From an optimization exercise on the open Yosys and OpenROAD flow, aimed at small area; shortcuts taken in it are not production practice. In this exercise RTL edits were held to simulation tests only and were not proved equivalent to the original. Power is estimated from default activity; no workload was simulated.

==> design.v <==
`timescale 1ns / 1ns
module breakout_debounce #(
    parameter DEBOUNCE_TIME = 200
)(
    input  wire clk,
    input  wire reset,
    input  wire in,
    output reg  out
);
    reg [7:0] cnt;
    reg prev;
    always @(posedge clk or negedge reset) begin
        if (!reset) begin
            out <= 1'b0;
            prev <= 1'b0;
            cnt <= 8'd0;
        end else begin
            prev <= in;
            if (in != prev)
                cnt <= 8'd0;
            else if (cnt < DEBOUNCE_TIME)
                cnt <= cnt + 8'd1;
            else
                out <= in;
        end
    end
endmodule
`timescale 1ns/1ps
module breakout_fsm(
    input  wire       sys_clk,
    input  wire       sys_rst_n,
    input  wire       start_key,
    input  wire       lose_sig,
    input  wire       win_sig,
    output reg  [1:0] game_state,
    output reg        game_reset
);
    localparam S_IDLE = 2'b00;
    localparam S_PLAY = 2'b01;
    localparam S_WIN  = 2'b10;
    localparam S_END  = 2'b11;
    reg [12:0] idle_cnt;
    wire idle_done = (idle_cnt == 13'd5000);
    reg [1:0] next_state;
    always @(posedge sys_clk or negedge sys_rst_n) begin
        if (!sys_rst_n)
            idle_cnt <= 13'd0;
        else if (game_state != S_IDLE)
            idle_cnt <= 13'd0;
        else if (!idle_done)
            idle_cnt <= idle_cnt + 13'd1;
    end
    always @(posedge sys_clk or negedge sys_rst_n) begin
        if (!sys_rst_n)
            game_state <= S_IDLE;
        else
            game_state <= next_state;
    end
    always @(*) begin
        next_state = game_state;
        game_reset = 1'b0;
        case (game_state)
            S_IDLE: if (idle_done && start_key) begin next_state = S_PLAY; game_reset = 1'b1; end
            S_PLAY: if (lose_sig) begin next_state = S_END; game_reset = 1'b1; end
                    else if (win_sig) begin next_state = S_WIN; game_reset = 1'b1; end
            default: if (start_key) begin next_state = S_IDLE; game_reset = 1'b1; end
        endcase
    end
endmodule
`timescale 1ns/1ps
module MoveBall_logic (
    input  wire       vga_clk,
    input  wire       sys_rst_n,
    input  wire [9:0] hx,
    input  wire [9:0] vy,
    input  wire       last_col,
    input  wire       left,
    input  wire       right,
    input  wire       any_hit,
    input  wire [1:0] game_state,
    input  wire       game_reset,
    output wire [9:0] ball_x,
    output wire [9:0] ball_y,
    output wire       is_ball,
    output wire       is_racket,
    output reg        lose_sig
);
    wire play = (game_state == 2'b01);
    wire run  = play & ~game_reset;
    reg left_pressed, right_pressed;
    always @(posedge vga_clk) begin
        left_pressed  <= ~left;
        right_pressed <= ~right;
    end
    reg [6:0]  racket_cnt;
    reg [10:0] K;                        
    wire racket_step = (racket_cnt[6:3] == 4'b1111);    
    always @(posedge vga_clk or negedge sys_rst_n) begin
        if (!sys_rst_n)
            racket_cnt <= 7'd0;
        else if (run)
            racket_cnt <= racket_step ? 7'd0 : racket_cnt + 7'd1;
    end
    always @(posedge vga_clk) begin
        if (game_reset)
            K <= 11'd560;
        else if (run && racket_step) begin
            if (left_pressed) begin
                if (K != 11'd80) K <= K - 11'd1;
            end else if (right_pressed) begin
                if (K == 11'd1201) K <= 11'd1200;
                else K <= K + 11'd1;
            end
        end
    end
    wire [9:0] R = K[10:1];
    reg [8:0]  ball_cnt;
    reg [1:0]  draw_cnt;
    reg [11:0] X, Y;                     
    reg dx, dy;                          
    reg sx, sy;                          
    reg [5:0] k;                         
    reg hit_occurred;
    wire ball_step = (ball_cnt >= 9'd499);
    always @(posedge vga_clk or negedge sys_rst_n) begin
        if (!sys_rst_n) begin
            ball_cnt <= 9'd0;
            draw_cnt <= 2'd0;
        end else if (run) begin
            ball_cnt <= ball_step ? 9'd0 : ball_cnt + 9'd1;
            draw_cnt <= draw_cnt + 2'd1;
        end
    end
    always @(posedge vga_clk) begin
        if (any_hit) hit_occurred <= 1'b1;
        else if (ball_cnt == 9'd0) hit_occurred <= 1'b0;
    end
    wire [11:0] nX = dx ? X - 12'd1 : X + 12'd1;
    wire [11:0] nY = dy ? Y - 12'd1 : Y + 12'd1;
    wire [9:0] nxi = nX[11:2];
    wire [9:0] nyi = nY[11:2];
    wire [9:0] rdx = nxi - R;
    wire on_racket = (nyi >= 10'd435) && (nyi <= 10'd450) && ((rdx <= 10'd40) || (rdx >= 10'd984));
    reg ndx, ndy;
    always @(*) begin
        ndx = dx;
        if (nxi <= 10'd5) ndx = 1'b0;
        else if (nxi >= 10'd635) ndx = 1'b1;
        ndy = dy;
        if (nyi <= 10'd5) ndy = 1'b0;
        if (on_racket) ndy = 1'b1;
        if (hit_occurred) ndy = ~dy;
    end
    always @(posedge vga_clk) begin
        if (game_reset) begin
            X <= 12'd1280;
            Y <= 12'd960;
            dx <= 1'b0; dy <= 1'b0;
            k <= 6'd0;
            lose_sig <= 1'b0;
        end else if (run) begin
            if (ball_step) begin
                if (nyi >= 10'd475)
                    lose_sig <= 1'b1;
                else begin
                    X <= nX; Y <= nY;
                    dx <= ndx; dy <= ndy;
                    sx <= dx; sy <= dy;
                    k <= 6'd32;
                end
            end else if (draw_cnt == 2'd3 && k != 6'd0)
                k <= k - 6'd1;
        end
    end
    wire k_nz = (k != 6'd0);
    wire k_32 = k[5];
    wire ax = ~sx & (X[1:0] == 2'd0) & k_nz;
    wire bx = sx & (X[1:0] == 2'd3) & k_32;
    wire ay = ~sy & (Y[1:0] == 2'd0) & k_nz;
    wire by = sy & (Y[1:0] == 2'd3) & k_32;
    assign ball_x = X[11:2] + {{9{ax}}, ax | bx};
    assign ball_y = Y[11:2] + {{9{ay}}, ay | by};
    wire [9:0] cx = hx - ball_x;
    wire [9:0] cy = vy - ball_y;
    wire wx = (cx <= 10'd5) || (cx >= 10'd1019);
    wire wy = (cy <= 10'd5) || (cy >= 10'd1019);
    wire [2:0] ax3 = cx[3] ? 3'd0 - cx[2:0] : cx[2:0];
    wire [2:0] ay3 = cy[3] ? 3'd0 - cy[2:0] : cy[2:0];
    reg circ;
    always @(*) begin
        case (ax3)
            3'd0:    circ = 1'b1;
            3'd5:    circ = (ay3 == 3'd0);
            3'd4:    circ = (ay3 <= 3'd3);
            default: circ = (ay3 <= 3'd4);
        endcase
        circ = circ & wx & wy;
    end
    reg wrap_ball;
    always @(*) begin
        case ({ball_x, ball_y})
            {10'd167, 10'd461}, {10'd175, 10'd449}, {10'd202, 10'd411},
            {10'd205, 10'd407}, {10'd288, 10'd310}, {10'd310, 10'd288},
            {10'd407, 10'd205}, {10'd411, 10'd202}, {10'd449, 10'd175},
            {10'd461, 10'd167}, {10'd542, 10'd119}, {10'd631, 10'd77}:
                wrap_ball = 1'b1;
            default: wrap_ball = 1'b0;
        endcase
    end
    wire [9:0] rx = hx - R;
    assign is_ball   = play & (last_col ? wrap_ball : circ);
    assign is_racket = play & ~last_col & ((rx <= 10'd40) || (rx >= 10'd984)) & (vy >= 10'd440) & (vy <= 10'd450);
endmodule
`timescale 1ns/1ps
module VGA_Pic(
    input  wire       vga_clk,
    input  wire [9:0] hx,
    input  wire [9:0] vy,
    input  wire [9:0] ball_x,
    input  wire [9:0] ball_y,
    input  wire [1:0] game_state,
    input  wire       game_reset,
    input  wire       clear_key,
    output reg  [3:0] col,
    output wire       any_hit,
    output reg        win_sig
);
    wire play = (game_state == 2'b01);
    reg [49:0] brick_status;
    wire [9:0] bcol, brow;
    wire [4:0] hrow;
    genvar g;
    generate
        for (g = 0; g < 10; g = g + 1) begin : gc
            localparam integer LO = (62*g + 2 < 8) ? 8 : 62*g + 2;
            assign bcol[g] = (ball_x >= LO) && (ball_x <= 62*g + 77);
        end
        for (g = 0; g < 5; g = g + 1) begin : gr
            assign hrow[g] = (ball_y >= 22*g + 22) && (ball_y <= 22*g + 57);
        end
    endgenerate
    wire [49:0] brick_collision;
    generate
        for (g = 0; g < 50; g = g + 1) begin : gb
            assign brick_collision[g] = brick_status[g] & bcol[g % 10] & hrow[g / 10];
        end
    endgenerate
    assign any_hit = play & (|brick_collision);
    always @(posedge vga_clk) begin
        if (game_reset) begin
            brick_status <= {50{1'b1}};
            win_sig <= 1'b0;
        end else begin
            if (clear_key && play) brick_status <= 50'd0;
            else if (play) brick_status <= brick_status & ~brick_collision;
            win_sig <= (brick_status == 50'd0);
        end
    end
    wire [9:0] xf;
    wire [4:0] yf;
    generate
        for (g = 0; g < 10; g = g + 1) begin : gx
            assign xf[g] = (hx >= 62*g + 10) && (hx < 62*g + 70);
        end
        for (g = 0; g < 5; g = g + 1) begin : gy
            assign yf[g] = (vy >= 22*g + 30) && (vy < 22*g + 50);
        end
    endgenerate
    wire [4:0] row_on;
    generate
        for (g = 0; g < 5; g = g + 1) begin : gro
            assign row_on[g] = yf[g] & |(xf & brick_status[10*g+9:10*g]);
        end
    endgenerate
    function automatic is_round_rect;
        input [9:0] x_in, y_in;
        input [9:0] x1, y1, x2, y2;
        input [9:0] R;
        reg is_rect;
        begin
            is_rect = 1'b1;
            if (x_in < x1 || x_in >= x2 || y_in < y1 || y_in >= y2) begin
                is_rect = 1'b0;
            end else if (R > 0) begin
                if (x_in < x1 + R && y_in < y1 + R) is_rect = 1'b0;
                else if (x_in >= x2 - R && y_in < y1 + R) is_rect = 1'b0;
                else if (x_in < x1 + R && y_in >= y2 - R) is_rect = 1'b0;
                else if (x_in >= x2 - R && y_in >= y2 - R) is_rect = 1'b0;
            end
            is_round_rect = is_rect;
        end
    endfunction
    localparam TEXT_RADIUS = 3;
    reg is_text_pixel;
    wire [9:0] tx = hx;
    wire [9:0] ty = vy;
    wire [11:0] diag_calc_lhs = (tx >= 320) ? ((tx - 320) * 3) : 12'd0;
    wire [11:0] diag_calc_rhs = (ty >= 200) ? ((ty - 200) * 2) : 12'd0;
    wire [11:0] diag_calc_end_n_x = (tx >= 300) ? (tx - 300) : 12'd0;
    wire [11:0] diag_calc_end_n_y = (ty >= 200) ? (ty - 200) : 12'd0;
    wire [11:0] r_x_diff = (tx >= 340) ? (tx - 340) : 12'd0;
    wire [11:0] r_y_diff = (ty >= 235) ? (ty - 235) : 12'd0;
    wire [12:0] r_lhs = r_y_diff * 6;
    wire [12:0] r_rhs = r_x_diff * 5;
    always @(*) begin
        is_text_pixel = 0;
        if (game_state == 2'b00) begin
            if(is_round_rect(tx, ty, 180, 200, 220, 210, TEXT_RADIUS)) is_text_pixel = 1;
            if(is_round_rect(tx, ty, 180, 225, 220, 235, TEXT_RADIUS)) is_text_pixel = 1;
            if(is_round_rect(tx, ty, 180, 250, 220, 260, TEXT_RADIUS)) is_text_pixel = 1;
            if(is_round_rect(tx, ty, 180, 200, 190, 235, TEXT_RADIUS)) is_text_pixel = 1;
            if(is_round_rect(tx, ty, 210, 225, 220, 260, TEXT_RADIUS)) is_text_pixel = 1;
            if(is_round_rect(tx, ty, 230, 200, 270, 210, TEXT_RADIUS)) is_text_pixel = 1;
            if(is_round_rect(tx, ty, 245, 200, 255, 260, TEXT_RADIUS)) is_text_pixel = 1;
            if(is_round_rect(tx, ty, 280, 200, 320, 210, TEXT_RADIUS)) is_text_pixel = 1;
            if(is_round_rect(tx, ty, 280, 225, 320, 235, TEXT_RADIUS)) is_text_pixel = 1;
            if(is_round_rect(tx, ty, 280, 200, 290, 260, TEXT_RADIUS)) is_text_pixel = 1;
            if(is_round_rect(tx, ty, 310, 200, 320, 260, TEXT_RADIUS)) is_text_pixel = 1;
            if(is_round_rect(tx, ty, 330, 200, 340, 260, TEXT_RADIUS)) is_text_pixel = 1;
            if(is_round_rect(tx, ty, 340, 200, 370, 210, TEXT_RADIUS)) is_text_pixel = 1;
            if(is_round_rect(tx, ty, 340, 225, 370, 235, TEXT_RADIUS)) is_text_pixel = 1;
            if(is_round_rect(tx, ty, 360, 200, 370, 235, TEXT_RADIUS)) is_text_pixel = 1;
            if(tx >= 340 && tx < 370 && ty >= 235 && ty < 260) begin
                if(r_lhs >= r_rhs - 30 && r_lhs <= r_rhs + 30) is_text_pixel = 1;
            end
            if(is_round_rect(tx, ty, 380, 200, 420, 210, TEXT_RADIUS)) is_text_pixel = 1;
            if(is_round_rect(tx, ty, 395, 200, 405, 260, TEXT_RADIUS)) is_text_pixel = 1;
        end
        else if (game_state == 2'b10) begin
            if(is_round_rect(tx, ty, 240, 200, 250, 260, TEXT_RADIUS)) is_text_pixel = 1;
            if(is_round_rect(tx, ty, 270, 200, 280, 260, TEXT_RADIUS)) is_text_pixel = 1;
            if(is_round_rect(tx, ty, 250, 250, 270, 260, TEXT_RADIUS)) is_text_pixel = 1;
            if(is_round_rect(tx, ty, 255, 230, 265, 250, TEXT_RADIUS)) is_text_pixel = 1;
            if(is_round_rect(tx, ty, 295, 200, 305, 260, TEXT_RADIUS)) is_text_pixel = 1;
            if(is_round_rect(tx, ty, 320, 200, 330, 260, TEXT_RADIUS)) is_text_pixel = 1;
            if(is_round_rect(tx, ty, 350, 200, 360, 260, TEXT_RADIUS)) is_text_pixel = 1;
            if(tx >= 330 && tx < 350 && ty >= 200 && ty < 260) begin
                if(diag_calc_lhs >= diag_calc_rhs - 5 && diag_calc_lhs <= diag_calc_rhs + 5)
                    is_text_pixel = 1;
            end
        end
        else if (game_state == 2'b11) begin
            if(is_round_rect(tx, ty, 240, 200, 250, 260, TEXT_RADIUS)) is_text_pixel = 1;
            if(is_round_rect(tx, ty, 240, 200, 280, 210, TEXT_RADIUS)) is_text_pixel = 1;
            if(is_round_rect(tx, ty, 240, 225, 270, 235, TEXT_RADIUS)) is_text_pixel = 1;
            if(is_round_rect(tx, ty, 240, 250, 280, 260, TEXT_RADIUS)) is_text_pixel = 1;
            if(is_round_rect(tx, ty, 290, 200, 300, 260, TEXT_RADIUS)) is_text_pixel = 1;
            if(is_round_rect(tx, ty, 320, 200, 330, 260, TEXT_RADIUS)) is_text_pixel = 1;
            if(tx >= 300 && tx < 320 && ty >= 200 && ty < 260) begin
                if( diag_calc_end_n_x * 3 >= diag_calc_end_n_y - 3 && diag_calc_end_n_x * 3 <= diag_calc_end_n_y + 3)
                    is_text_pixel = 1;
            end
            if(is_round_rect(tx, ty, 340, 200, 350, 260, TEXT_RADIUS)) is_text_pixel = 1;
            if(is_round_rect(tx, ty, 340, 200, 380, 260, 7)) begin
                if(tx >= 350 && tx < 370 && ty >= 210 && ty < 250) is_text_pixel = 0;
                else is_text_pixel = 1;
            end
        end
    end
    always @(posedge vga_clk) begin
        case (game_state)
            2'b01: col <= {row_on[0] | row_on[1] | row_on[2],
                           row_on[1] | row_on[2] | row_on[3],
                           row_on[2] | row_on[3],
                           row_on[4]};
            2'b00: col <= is_text_pixel ? 4'b0110 : 4'b0000;
            2'b10: col <= is_text_pixel ? 4'b0001 : 4'b0000;
            default: col <= is_text_pixel ? 4'b1000 : 4'b0000;
        endcase
    end
endmodule
`timescale 1ns/1ps
module VGA_Ctrl(
    input  wire       vga_clk,
    input  wire       sys_rst_n,
    output reg  [9:0] hx,
    output reg  [9:0] vy,
    output wire       hsync,
    output wire       vsync,
    output wire       active,
    output wire       last_col
);
    always @(posedge vga_clk or negedge sys_rst_n) begin
        if (!sys_rst_n) begin
            hx <= 10'd657;
            vy <= 10'd490;
        end else begin
            hx <= (hx == 10'd799) ? 10'd0 : hx + 10'd1;
            if (hx == 10'd656)
                vy <= (vy == 10'd524) ? 10'd0 : vy + 10'd1;
        end
    end
    assign hsync    = (hx >= 10'd657) && (hx < 10'd753);
    assign vsync    = (vy == 10'd490) || (vy == 10'd491);
    assign active   = (hx != 10'd0) && (hx <= 10'd640) && (vy < 10'd480);
    assign last_col = (hx == 10'd640);
endmodule
`timescale 1ns/1ps
module breakout_top(
    input  wire sys_clk,
    input  wire sys_rst_n,
    input  wire left,
    input  wire right,
    input  wire up,
    input  wire clear_key,
    output wire hsync,
    output wire vsync,
    output wire [15:0] rgb
);
    wire [9:0] hx, vy;
    wire active, last_col;
    wire left_db, right_db, up_db;
    wire [1:0] game_state;
    wire game_reset, win_sig, lose_sig, any_hit;
    wire [9:0] ball_x, ball_y;
    wire is_ball, is_racket;
    wire [3:0] col;
    VGA_Ctrl vga_ctrl_inst(
        .vga_clk(sys_clk), .sys_rst_n(sys_rst_n), .hx(hx), .vy(vy),
        .hsync(hsync), .vsync(vsync), .active(active), .last_col(last_col)
    );
    breakout_debounce #(.DEBOUNCE_TIME(200)) db_left (
        .clk(sys_clk), .reset(sys_rst_n), .in(left), .out(left_db));
    breakout_debounce #(.DEBOUNCE_TIME(200)) db_right (
        .clk(sys_clk), .reset(sys_rst_n), .in(right), .out(right_db));
    breakout_debounce #(.DEBOUNCE_TIME(200)) db_up (
        .clk(sys_clk), .reset(sys_rst_n), .in(up), .out(up_db));
    breakout_fsm Game_Ctrl_inst(
        .sys_clk(sys_clk), .sys_rst_n(sys_rst_n), .start_key(~up_db),
        .win_sig(win_sig), .lose_sig(lose_sig),
        .game_state(game_state), .game_reset(game_reset)
    );
    MoveBall_logic MoveBall_inst(
        .vga_clk(sys_clk), .sys_rst_n(sys_rst_n), .hx(hx), .vy(vy),
        .last_col(last_col), .left(left_db), .right(right_db), .any_hit(any_hit),
        .game_state(game_state), .game_reset(game_reset),
        .ball_x(ball_x), .ball_y(ball_y), .is_ball(is_ball), .is_racket(is_racket),
        .lose_sig(lose_sig)
    );
    VGA_Pic vga_pic_inst(
        .vga_clk(sys_clk), .hx(hx), .vy(vy), .ball_x(ball_x), .ball_y(ball_y),
        .game_state(game_state), .game_reset(game_reset), .clear_key(clear_key),
        .col(col), .any_hit(any_hit), .win_sig(win_sig)
    );
    wire brick = |col;
    wire g_r  = col[3];
    wire g_ga = col[2] | (~brick & ~is_ball & is_racket);
    wire g_gb = col[1] | (~brick & ~is_ball & is_racket);
    wire g_b  = col[0] | (~brick & is_ball);
    wire [3:0] grp = active ? {g_r, g_ga, g_gb, g_b} : 4'b0000;
    assign rgb = {{5{grp[3]}}, grp[2], grp[1], grp[2], grp[1], grp[1], grp[2], {5{grp[0]}}};
endmodule
==> run.sh <==
#!/bin/bash
# synth_recipe.tcl (not shown) runs the flow's synth.tcl, then flattens the netlist and writes it again
# the make line also repeats each setting of config.mk as NAME=value (left out here)
make -C /OpenROAD-flow-scripts/flow DESIGN_CONFIG=/design/flow/config.mk WORK_HOME=/design/flow/orfs CLKGATE_MAP_FILE= SYNTH_SCRIPT=/design/flow/synth_recipe.tcl finish
==> config.mk <==
export PLATFORM = sky130hd
export DESIGN_NAME = breakout_top
export DESIGN_NICKNAME = breakout_top
export VERILOG_FILES = /design/flow/design.v
export SDC_FILE = /design/flow/constraint.sdc
export NUM_CORES = 4
export LEC_CHECK = 0
export CAP_MARGIN = 20
export CORE_MARGIN = 2
export CORE_UTILIZATION = 70
export SLEW_MARGIN = 20
==> constraint.sdc <==
create_clock -name core_clock -period 25.0 [get_ports {sys_clk}]
set_input_delay 5.0000 -clock core_clock [delete_from_list [all_inputs] [get_ports {sys_clk}]]
set_output_delay 5.0000 -clock core_clock [all_outputs]
set_load 0.01 [all_outputs]
==> summary.txt <==
-- worst reg2reg max path, cell delays in order, from the launching register on --
cell	delay (ns)
dfstp_2	0.77
inv_1	0.42
ha_1	0.56
and4_1	0.30
a2111oi_0	0.56
o21a_1	0.55
nand2b_1	0.21
inv_1	0.09
ha_1	0.21
ha_1	0.28
a21o_1	0.19
a21oi_1	0.23
o21ai_0	0.14
a2111oi_0	0.81
nor2_1	0.14
xnor2_1	0.57
and3_1	0.28
xnor2_1	0.12
ha_1	0.27
a21oi_1	0.19
o21ai_0	0.12
a221oi_1	0.30
a21o_1	0.18
a41oi_1	0.07
o31ai_1	0.89
a21oi_1	0.15
nor2b_1	0.20
-- report_power, final --
part | internal, W | switching, W | leakage [nW]
combinational | 0.00000497 | 0.00000985 | 7.41
sequential | 0.000303 | 0.00000274 | 1.91
clock | 0.000163 | 0.000130 | 0.300
-- layout by cell type, fill, tap and decap left out, types with 22 or more instances in the layout --
cell type | netlist | layout
nor2_1 | 269 | 268
nand2_1 | 262 | 262
ha_1 | 246 | 246
a21oi_1 | 230 | 230
o21ai_0 | 210 | 210
inv_1 | 132 | 132
xnor2_1 | 119 | 119
dfxtp_1 | 102 | 102
nand3_1 | 90 | 90
nor3_1 | 82 | 81
xor2_1 | 74 | 74
dfrtp_1 | 73 | 73
a21o_1 | 59 | 59
nor2b_1 | 56 | 56
nand4_1 | 44 | 44
a31oi_1 | 44 | 44
nor4_1 | 44 | 43
and3_1 | 36 | 36
nand2b_1 | 35 | 35
buf_4 | 12 | 35
mux2i_1 | 33 | 33
a211oi_1 | 30 | 29
and2_1 | 22 | 22
clkdlybuf4s50_1 | 0 | 22
-- sequential cells by signal, indices dropped and copies added, names as in the netlist, 2 cells and up --
signal / count
vga_pic_inst.brick_status: 50
Game_Ctrl_inst.idle_cnt: 13
MoveBall_inst.X: 12
MoveBall_inst.Y: 12
MoveBall_inst.K: 11
vga_ctrl_inst.hx: 10
vga_ctrl_inst.vy: 10
MoveBall_inst.ball_cnt: 9
db_left.cnt: 8
db_right.cnt: 8
db_up.cnt: 8
MoveBall_inst.racket_cnt: 7
MoveBall_inst.k: 6
vga_pic_inst.col: 4
Game_Ctrl_inst.game_state: 2
MoveBall_inst.draw_cnt: 2
-- cells by family (layout without fill, tap and decap cells) --
kind of cell               Yosys count  count (layout)  share of synthesized area
AOI/OAI and AO/OA                  839             839                     0.2562
xor gates and xnor gates           196             196                    0.08204
adders and majority gates          258             258                     0.1550
buffers and inverters              263             228                    0.04873
DFF                                187             187                     0.1958
muxes                               38              38                    0.01806
and+or+nand+nor                   1056            1056                     0.2442
-- synth_stat cells (11+ instances only) --
| cell type | count | area (um^2) |
|---|---|---|
| nor2_1 | 269 | 1010 |
| nor3b_1 | 18 | 135.1 |
| a2111oi_0 | 12 | 105.1 |
| xor2_1 | 74 | 648.1 |
| mux2i_1 | 33 | 330.3 |
| nand4_1 | 44 | 275.3 |
| inv_1 | 132 | 495.5 |
| a21o_1 | 59 | 442.9 |
| dfxtp_1 | 102 | 2042 |
| o2111ai_1 | 13 | 113.9 |
| or2_2 | 15 | 93.84 |
| o21ai_0 | 210 | 1051 |
| clkbuf_1 | 93 | 349.1 |
| dfrtp_1 | 73 | 1827 |
| or4_1 | 12 | 90.09 |
| o31ai_1 | 17 | 127.6 |
| nor2b_1 | 56 | 350.3 |
| a31oi_1 | 44 | 275.3 |
| nand3_1 | 90 | 450.4 |
| nand2_1 | 262 | 983.4 |
| a21boi_0 | 13 | 97.59 |
| a211oi_1 | 30 | 225.2 |
| and2_1 | 22 | 137.6 |
| a21oi_1 | 230 | 1151 |
| nor3_1 | 82 | 410.4 |
| o211ai_1 | 17 | 127.6 |
| o21a_1 | 18 | 135.1 |
| fa_1 | 12 | 240.2 |
| nand3b_1 | 14 | 105.1 |
| buf_4 | 12 | 90.09 |
| a221oi_1 | 15 | 131.4 |
| a222oi_1 | 11 | 110.1 |
| xnor2_1 | 119 | 1042 |
| nor4_1 | 44 | 275.3 |
| and3_1 | 36 | 225.2 |
| nand2b_1 | 35 | 219.0 |
| or3_1 | 18 | 112.6 |
| ha_1 | 246 | 3078 |
| a22oi_1 | 17 | 127.6 |
| buf_1 | 15 | 56.30 |
-- stage by stage --
step           cells  area, um^2  utilization
2_1_floorplan   2837       21410            -
5_1_grt         3198       22570       0.7437
3_3_place_gp    3166       21890       0.7214
4_1_cts         3198       22520       0.7421
6_report        3198       22570       0.7437
3_5_place_dp    3166       21890       0.7214
-- worst min path at each step --
stage | from | end | slack, ns | cells after the start
floorplan | db_left.out | MoveBall_inst.left_pressed | 0.40 | 1
global placement | db_left.out | MoveBall_inst.left_pressed | 0.41 | 1
detailed placement | db_left.out | MoveBall_inst.left_pressed | 0.43 | 1
CTS | db_left.out | MoveBall_inst.left_pressed | 0.44 | 1
global route | db_left.out | MoveBall_inst.left_pressed | 0.45 | 1
finish | db_left.out | MoveBall_inst.left_pressed | 0.43 | 1
-- per-layer routing --
metal | wire length (um) | GRT usage | vias to the layer above
met5 | 0 | 0.004808 | -
met4 | 6519 | 0.3381 | 0
met3 | 8376 | 0.1033 | 555
met2 | 33650 | 0.7340 | 1826
met1 | 27850 | 0.5491 | 10779
li1 | - | - | 10344
-- area by class of cell --
type | count | area (um^2) | share of cell area
Inverter | 139 | 521.8 | 0.02312
Timing Repair Buffer | 57 | 483.0 | 0.02140
Tap cell | 396 | 495.5 | 0.02195
Clock inverter | 14 | 187.7 | 0.008316
Sequential cell | 187 | 4192 | 0.1857
Multi-Input combinational cell | 2387 | 16250 | 0.7200
Clock buffer | 18 | 439.2 | 0.01946
==> summary.txt <==
Clock Path Buffers=2; Post-synth EDFFs=2; hold_ws=~0.43 ns; Final nets=~3100; number of global-route vias before repair=around 22000; row cnt=64; Seq cells post-synth=between 150 and 200; CP Depth=19; relative slew slack=0.2095; wire length of the first global-routing pass=116100 um; peak supply drop=around 0.050 mV; Fmax=82.33 MHz; worst slack, placed=between 10 and 15 ns; R2R Path End=vga_pic_inst.col[1]; Port Buffers=23; total number of yosys warnings=5; Die W=around 180 um; Clock Latency Late Sink=about 0.46 ns; CP Launch Point=MoveBall_inst.k[5]; GPL Wtd Cong=around 1.1; Final min period=approximately 12 ns; Mapped Area=0.02141 mm^2; CP Buf/Inv Count=2; Async SR Flop Fraction=0.4439; CP Launch Type=flop; DR vias=~24000; clk sinks=about 190; Avg Cell Area, Syn=around 7.5 um^2; pwr dens=27.17 mW/mm^2; RSZ-0062 raised after global routing=no; Max Slew Vio Count=0; worst slew pin tran=about 1.2 ns; Seq/Total Area, Yosys=0.1958; final setup margin=12.85 ns; outcome=timing/DRC/antenna clean; Layout area overhead=5.405%; final hold vios=0; GRT Util Overall=0.4625; Critical R2R Launch=vga_ctrl_inst.hx[0]; Setup Viol. Count Final=0; Post-Syn Nets=a little over 3000; end of the critical path=rgb[0]; Max Cap Viol=0; Layout fillers=roughly 2200; via/cell ratio=about 7.3; final WL=~76000 um; CTS H-Tree Depth=4; pin count of the biggest net entering global routing=slightly above 60; Pwr Total=0.0006131 W; First-pass DRT Iterations=14; CTS resizes=0; Die Area=0.03200 mm^2; Crit. End Element=output pin; top flip-flop cell by instance count after synthesis=dfxtp_1; Initial Util=0.7055; static leakage=9.620 nW; initial antenna violation count=0; Top Ports=24; Top delay family on crit path=compound AO/OA/AOI/OAI gates; die height=around 180 um; FF-to-FF setup slack=between 15 and 20 ns; gr ovfl total=0; Post-CTS Repair Setup Buffers=0; Slowest cell on crit path=or4b_2; skew final=between 0.008 and 0.009 ns; Clock Pin Slew Worst Setup and Hold Paths=about 0.070 ns; DRT iter0 DRCs=about 3700; core area=~0.03 mm^2; layout cell share with drive strength beyond 1=0.05139; worst path required time=about 20 ns; depth of the worst register-to-register path=26; clk root buf=clkbuf_16; period utilization=0.4858; antenna-violating nets left=0; setup TNS=0 ns; critical path class=reg -> out; hold crit path type=reg -> reg; synthesized instance count=between 2000 and 3000; critical path arrival=between 7 and 8 ns; post-cts hold buffer count=0; WL per Instance=around 24 um; Yosys cell types=~100; Inserted Clock Buffers=17; cells along the critical path=nor4_2 > a21oi_2 > a41o_1 > ha_1 > fa_1 > a211oi_1 > nor2_1 > nor2_1 > clkinv_1 > ha_1 > and2_1 > a311o_1 > o311ai_0 > xor2_1 > or4b_2 > mux2i_1 > a31o_2 > a22o_1 > clkdlybuf4s50_1; CTS tree=yes; detailed placer's ending HPWL=55170 um; DRC violations left=0; Max FO, Critical Path=12; CP max stage delay=0.63 ns; ANT cells=0

==> static timing again, ports no longer ideal <==
How much do the figures lean on ideal ports? The routed layout below was timed once more, with nothing changed but the port constraints. Step 1: set_driving_cell puts a clkbuf_16 on sys_clk and a buf_2 on each other input, an assumption about the parent block. Step 2 adds t to the input delays and takes it off the output delays; t is the mean of the earliest and latest rising clock arrival at the registers after step 1. Input paths then give back, and output paths get back, about the clock's delay inside the block. Slacks: no drivers / after step 1 / after step 2; pairs: no drivers / after step 1.
t (ns): 0.506
setup slack, ns: 12.854 / 12.803 / 13.308
clock arrival spread, ns: 0.010 / 0.009
worst data-port slew with drivers (ns): 0.03
cell pins on the clock port's net: 1
After both steps setup and hold are still met in this run. For this run, drivers alone change the setup slack by -0.051 ns; drivers and shift together by +0.454 ns.
